Context: an optimization exercise on an open-source flow, tuned for small area. The choices shown serve that exercise and are no tape-out recipe.
Where RTL was checked, it was by simulation tests only, not by an equivalence proof against the original.
No driver is modelled on the clock port, so clocking that relies on it looks cheaper here than on a real chip.

==> job 1113 <==
==> flow/design.v (excerpt) <==
module Max1270_Top #
(
    parameter AXIL_ADDR_WIDTH      = 32,
    parameter AXIL_DATA_WIDTH      = 32,
    parameter AXIL_STRB_WIDTH      = AXIL_DATA_WIDTH/8
)
(
    input  wire                   s_axil_clk    ,
    input  wire                   s_axil_rst    ,
    input  wire [AXIL_ADDR_WIDTH-1:0]  s_axil_awaddr ,
    input  wire [2:0]             s_axil_awprot ,
    input  wire                   s_axil_awvalid,
    output wire                   s_axil_awready,
    input  wire [AXIL_DATA_WIDTH-1:0]  s_axil_wdata  ,
    input  wire [AXIL_STRB_WIDTH-1:0]  s_axil_wstrb  ,
    input  wire                   s_axil_wvalid ,
    output wire                   s_axil_wready ,
    output wire [1:0]             s_axil_bresp  ,
    output wire                   s_axil_bvalid ,
    input  wire                   s_axil_bready ,
    input  wire [AXIL_ADDR_WIDTH-1:0]  s_axil_araddr ,
    input  wire [2:0]             s_axil_arprot ,
    input  wire                   s_axil_arvalid,
    output wire                   s_axil_arready,
    output wire [AXIL_DATA_WIDTH-1:0]  s_axil_rdata  ,
    output wire [1:0]             s_axil_rresp  ,
    output wire                   s_axil_rvalid ,
    input  wire                   s_axil_rready ,
    input                         I_MAX1270_MISO,
    output                        O_MAX1270_SCK ,
    output                        O_MAX1270_MOSI,
    output                        O_MAX1270_CS  ,
    output                        O_MAX1270_SHDN,
    input                         I_MAX1270_SSTRB
);
==> module Max1270_Phy, before the edit <==
module Max1270_Phy (
    input  wire        clk,
    input  wire        rst,
    output reg  [11:0] oADCh0Data,
    output reg  [11:0] oADCh1Data,
    output reg  [11:0] oADCh2Data,
    output reg  [11:0] oADCh3Data,
    output reg  [11:0] oADCh4Data,
    output reg  [11:0] oADCh5Data,
    output reg  [11:0] oADCh6Data,
    output reg  [11:0] oADCh7Data,
    input  wire        I_MAX1270_MISO,
    output wire        O_MAX1270_SCK,
    output wire        O_MAX1270_MOSI,
    output wire        O_MAX1270_CS,
    output wire        O_MAX1270_SHDN,
    input  wire        I_MAX1270_SSTRB
);
    reg [5:0] rHalfCnt;
    reg       rPhase;
    wire      wHalfEnd = (rHalfCnt[4] == 1'b0) & (rHalfCnt[2:0] == 3'b111);
    wire      wTick    = rPhase & wHalfEnd;
    always @(posedge clk) begin
        if (rst) begin
            rHalfCnt <= 6'b001110;
            rPhase   <= 1'b0;
        end else begin
            rHalfCnt <= wHalfEnd ? 6'b011101 : {rHalfCnt[4:0], ~(rHalfCnt[5] ^ rHalfCnt[4])};
            if (wHalfEnd)
                rPhase <= ~rPhase;
        end
    end
    reg [4:0] rSlot;
    reg [2:0] rCHCnt;
    reg       rCS;
    always @(posedge clk) begin
        if (rst) begin
            rSlot  <= 5'd31;
            rCHCnt <= 3'd0;
            rCS    <= 1'b1;
        end else if (wTick) begin
            if (rSlot != 5'd31)
                rCS <= 1'b0;
            if (rSlot == 5'd17) begin
                rSlot  <= 5'd0;
                rCHCnt <= rCHCnt + 3'd1;
            end else begin
                rSlot  <= rSlot + 5'd1;
            end
        end
    end
    reg rMOSI;
    always @* begin
        case (rSlot)
            5'd1:    rMOSI = 1'b1;
            5'd2:    rMOSI = rCHCnt[2];
            5'd3:    rMOSI = rCHCnt[1];
            5'd4:    rMOSI = rCHCnt[0];
            5'd5:    rMOSI = 1'b1;
            5'd6:    rMOSI = 1'b1;
            5'd8:    rMOSI = 1'b1;
            default: rMOSI = 1'b0;
        endcase
    end
    assign O_MAX1270_SCK  = rPhase & ~rCS;
    assign O_MAX1270_MOSI = rMOSI;
    assign O_MAX1270_CS   = rCS;
    assign O_MAX1270_SHDN = 1'b1;
    reg [3:0]  rMISOSt;
    reg [2:0]  rLastCHCnt;
    reg [11:0] rDataSLR;
    wire       wBusy  = ~(rMISOSt[3] & rMISOSt[2]);
    wire       wWrite = (rMISOSt == 4'd12);
    always @(posedge clk) begin
        if (rst) begin
            rMISOSt <= 4'd15;
        end else if (wTick) begin
            if (wBusy)
                rMISOSt <= rMISOSt + 4'd1;
            else if (I_MAX1270_SSTRB)
                rMISOSt <= 4'd0;
        end
        if (wTick & ~wBusy & I_MAX1270_SSTRB)
            rLastCHCnt <= rCHCnt;
        if (wTick & wBusy)
            rDataSLR <= {rDataSLR[10:0], I_MAX1270_MISO};
    end
    wire [11:0] wWrData = rst ? 12'd0 : rDataSLR;
    wire [7:0]  wWrEn;
    genvar i;
    generate
        for (i = 0; i < 8; i = i + 1) begin : g_we
            assign wWrEn[i] = rst | (wWrite & (rLastCHCnt == i));
        end
    endgenerate
    always @(posedge clk) begin
        if (wWrEn[0]) oADCh0Data <= wWrData;
        if (wWrEn[1]) oADCh1Data <= wWrData;
        if (wWrEn[2]) oADCh2Data <= wWrData;
        if (wWrEn[3]) oADCh3Data <= wWrData;
        if (wWrEn[4]) oADCh4Data <= wWrData;
        if (wWrEn[5]) oADCh5Data <= wWrData;
        if (wWrEn[6]) oADCh6Data <= wWrData;
        if (wWrEn[7]) oADCh7Data <= wWrData;
    end
endmodule
Settings: LEC_CHECK=0, CAP_MARGIN=0, CORE_MARGIN=2, CORE_UTILIZATION=75, GPL_TIMING_DRIVEN=0, SLEW_MARGIN=0; clock period 5.0 ns.
standard.sh (not shown) runs the stock make flow with config.mk's settings and CLKGATE_MAP_FILE= SYNTH_SCRIPT=/design/flow/synth_recipe.tcl, a recipe that flattens the netlist after the stock synthesis.
==> flow/flow/run.sh <==
#!/bin/bash
# Standard ORFS layout (the standard.sh, standard synthesis) with:
#  - the smallest buffer on each port,
#  - synthesis buffers removed before placement,
#  - a clock tree of small clock buffers, upsized where a register's clock
#    slew would be too slow.
set -euo pipefail
export FLOW_FLOW_DIR=$PWD/flow
bash standard.sh \
  "BUFFER_PORTS_ARGS=-buffer_cell sky130_fd_sc_hd__buf_1" \
  "PRE_GLOBAL_PLACE_TCL=$FLOW_FLOW_DIR/pre_global_place.tcl" \
  "CTS_ARGS=-sink_clustering_enable -repair_clock_nets -dont_use_dummy_load -buf_list sky130_fd_sc_hd__clkbuf_4" \
  "POST_CTS_TCL=$FLOW_FLOW_DIR/post_cts.tcl" \
  finish > standard.log 2>&1
==> flow/flow/fixclk.tcl <==
# Upsize clock buffers whose register clock pins see too slow a slew.
proc my_fix_clock_slew { limit } {
  set sizes {sky130_fd_sc_hd__clkbuf_1 sky130_fd_sc_hd__clkbuf_2 sky130_fd_sc_hd__clkbuf_4 sky130_fd_sc_hd__clkbuf_8 sky130_fd_sc_hd__clkbuf_16}
  for {set pass 0} {$pass < 4} {incr pass} {
    estimate_parasitics -placement
    set changed 0
    foreach pin [get_pins -of_objects [all_registers] -filter "is_clock==1"] {
      if { [get_property $pin slew_max] <= $limit } { continue }
      set drv [get_pins -of_objects [get_nets -of_objects $pin] -filter "direction==output"]
      if { [llength $drv] != 1 } { continue }
      set inst [get_cells -of_objects $drv]
      set name [get_full_name $inst]
      if { [info exists done($name)] } { continue }
      set ref [get_property $inst ref_name]
      set i [lsearch $sizes $ref]
      if { $i < 0 || $i == [llength $sizes] - 1 } { continue }
      set done($name) 1
      replace_cell $inst [lindex $sizes [expr {$i + 1}]]
      incr changed
      puts "my_fix_clock_slew: $name $ref -> [lindex $sizes [expr {$i + 1}]]"
    }
    array unset done
    if { $changed == 0 } { break }
    detailed_placement
  }
}
==> flow/flow/post_cts.tcl <==
source $::env(FLOW_FLOW_DIR)/fixclk.tcl
my_fix_clock_slew 0.110
==> flow/flow/pre_global_place.tcl <==
# Remove every buffer synthesis left (including those in front of output
# ports); port buffering right after this adds one buffer per port.
remove_buffers
==> inputs of job 8469, as changes to job 1113 <==
--- a/flow/design.v
+++ b/flow/design.v
@@ -20,12 +20,12 @@
     reg [5:0] rHalfCnt;
     reg       rPhase;
-    wire      wHalfEnd = (rHalfCnt[4] == 1'b0) & (rHalfCnt[2:0] == 3'b111);
+    wire      wHalfEnd = (rHalfCnt == 6'd49);
     wire      wTick    = rPhase & wHalfEnd;
     always @(posedge clk) begin
         if (rst) begin
-            rHalfCnt <= 6'b001110;
+            rHalfCnt <= 6'd63;
             rPhase   <= 1'b0;
         end else begin
-            rHalfCnt <= wHalfEnd ? 6'b011101 : {rHalfCnt[4:0], ~(rHalfCnt[5] ^ rHalfCnt[4])};
+            rHalfCnt <= wHalfEnd ? 6'd0 : rHalfCnt + 6'd1;
             if (wHalfEnd)
                 rPhase <= ~rPhase;
==> flow/run.sh (new file) <==
#!/bin/bash
# synth_recipe.tcl (not shown) runs the flow's synth.tcl, then flattens the netlist and writes it again
# the make line also repeats each setting of config.mk as NAME=value (left out here)
make -C /OpenROAD-flow-scripts/flow DESIGN_CONFIG=/design/flow/config.mk WORK_HOME=/design/flow/orfs CLKGATE_MAP_FILE= SYNTH_SCRIPT=/design/flow/synth_recipe.tcl finish
CAP_MARGIN = 20   (was 0)
CORE_UTILIZATION = 60   (was 75)
CTS_BUF_LIST = sky130_fd_sc_hd__clkbuf_8   (was not set)
CTS_CLUSTER_DIAMETER = 200   (was not set)
CTS_CLUSTER_SIZE = 50   (was not set)
SLEW_MARGIN = 20   (was 0)
removed: flow/flow/run.sh
removed: flow/flow/fixclk.tcl
removed: flow/flow/post_cts.tcl
removed: flow/flow/pre_global_place.tcl
removed: flow/standard.sh
==> inputs of job 9747, as changes to job 1113 <==
--- a/flow/design.v
+++ b/flow/design.v
@@ -20,12 +20,12 @@
     reg [5:0] rHalfCnt;
     reg       rPhase;
-    wire      wHalfEnd = (rHalfCnt[4] == 1'b0) & (rHalfCnt[2:0] == 3'b111);
+    wire      wHalfEnd = (rHalfCnt == 6'd49);
     wire      wTick    = rPhase & wHalfEnd;
     always @(posedge clk) begin
         if (rst) begin
-            rHalfCnt <= 6'b001110;
+            rHalfCnt <= 6'd63;
             rPhase   <= 1'b0;
         end else begin
-            rHalfCnt <= wHalfEnd ? 6'b011101 : {rHalfCnt[4:0], ~(rHalfCnt[5] ^ rHalfCnt[4])};
+            rHalfCnt <= wHalfEnd ? 6'd0 : rHalfCnt + 6'd1;
             if (wHalfEnd)
                 rPhase <= ~rPhase;
==> flow/run.sh (new file) <==
#!/bin/bash
# synth_recipe.tcl (not shown) runs the flow's synth.tcl, then flattens the netlist and writes it again
# the make line also repeats each setting of config.mk as NAME=value (left out here)
make -C /OpenROAD-flow-scripts/flow DESIGN_CONFIG=/design/flow/config.mk WORK_HOME=/design/flow/orfs CLKGATE_MAP_FILE= SYNTH_SCRIPT=/design/flow/synth_recipe.tcl finish
CAP_MARGIN = 20   (was 0)
CORE_UTILIZATION = 40   (was 75)
GPL_TIMING_DRIVEN = not set   (was 0)
SLEW_MARGIN = 20   (was 0)
removed: flow/flow/run.sh
removed: flow/flow/fixclk.tcl
removed: flow/flow/post_cts.tcl
removed: flow/flow/pre_global_place.tcl
removed: flow/standard.sh
==> summary of the runs <==
- In job 9747 the register-to-register slack is lower than in job 8469, by 0.09 ns.
- In job 1113 the hold slack is higher than in job 9747, by 0.00081 ns.
- Flip-flop and latch count is the same in job 9747 and job 1113.
- Utilization: job 1113 is higher than job 8469 (8.9 points).
- Via count, highest first: job 8469, job 1113, job 9747.
No functional check of the RTL was part of job 1113.

## re-timing with driven ports
The results above use ideal ports. As a check the final layouts listed here were re-extracted and re-timed, cells and wires unchanged. Step 1 sets driving cells, clkbuf_16 on the clock port and buf_2 on the other inputs (assumed; they add their load-dependent delay and slew). Step 2 also shifts input and output timing later by t, the mid clock arrival at the registers, as if the neighbouring blocks saw the same clock. Three values: ideal, step 1, step 2; two values: the first two.
run	t (ns)	setup WS [ns]	hold slack, ns	worst setup path after step 2	worst slew at a driven data input, ns
job 1113	0.538	2.120 / 2.090 / 2.236	0.441 / 0.441 / 0.441	input to register	0.04
job 8469	0.465	1.807 / 1.771 / 1.974	0.449 / 0.449 / 0.449	input to register	0.04
job 9747	0.457	1.789 / 1.750 / 1.988	0.440 / 0.440 / 0.440	input to register	0.04
After both steps every run listed still meets setup and hold.
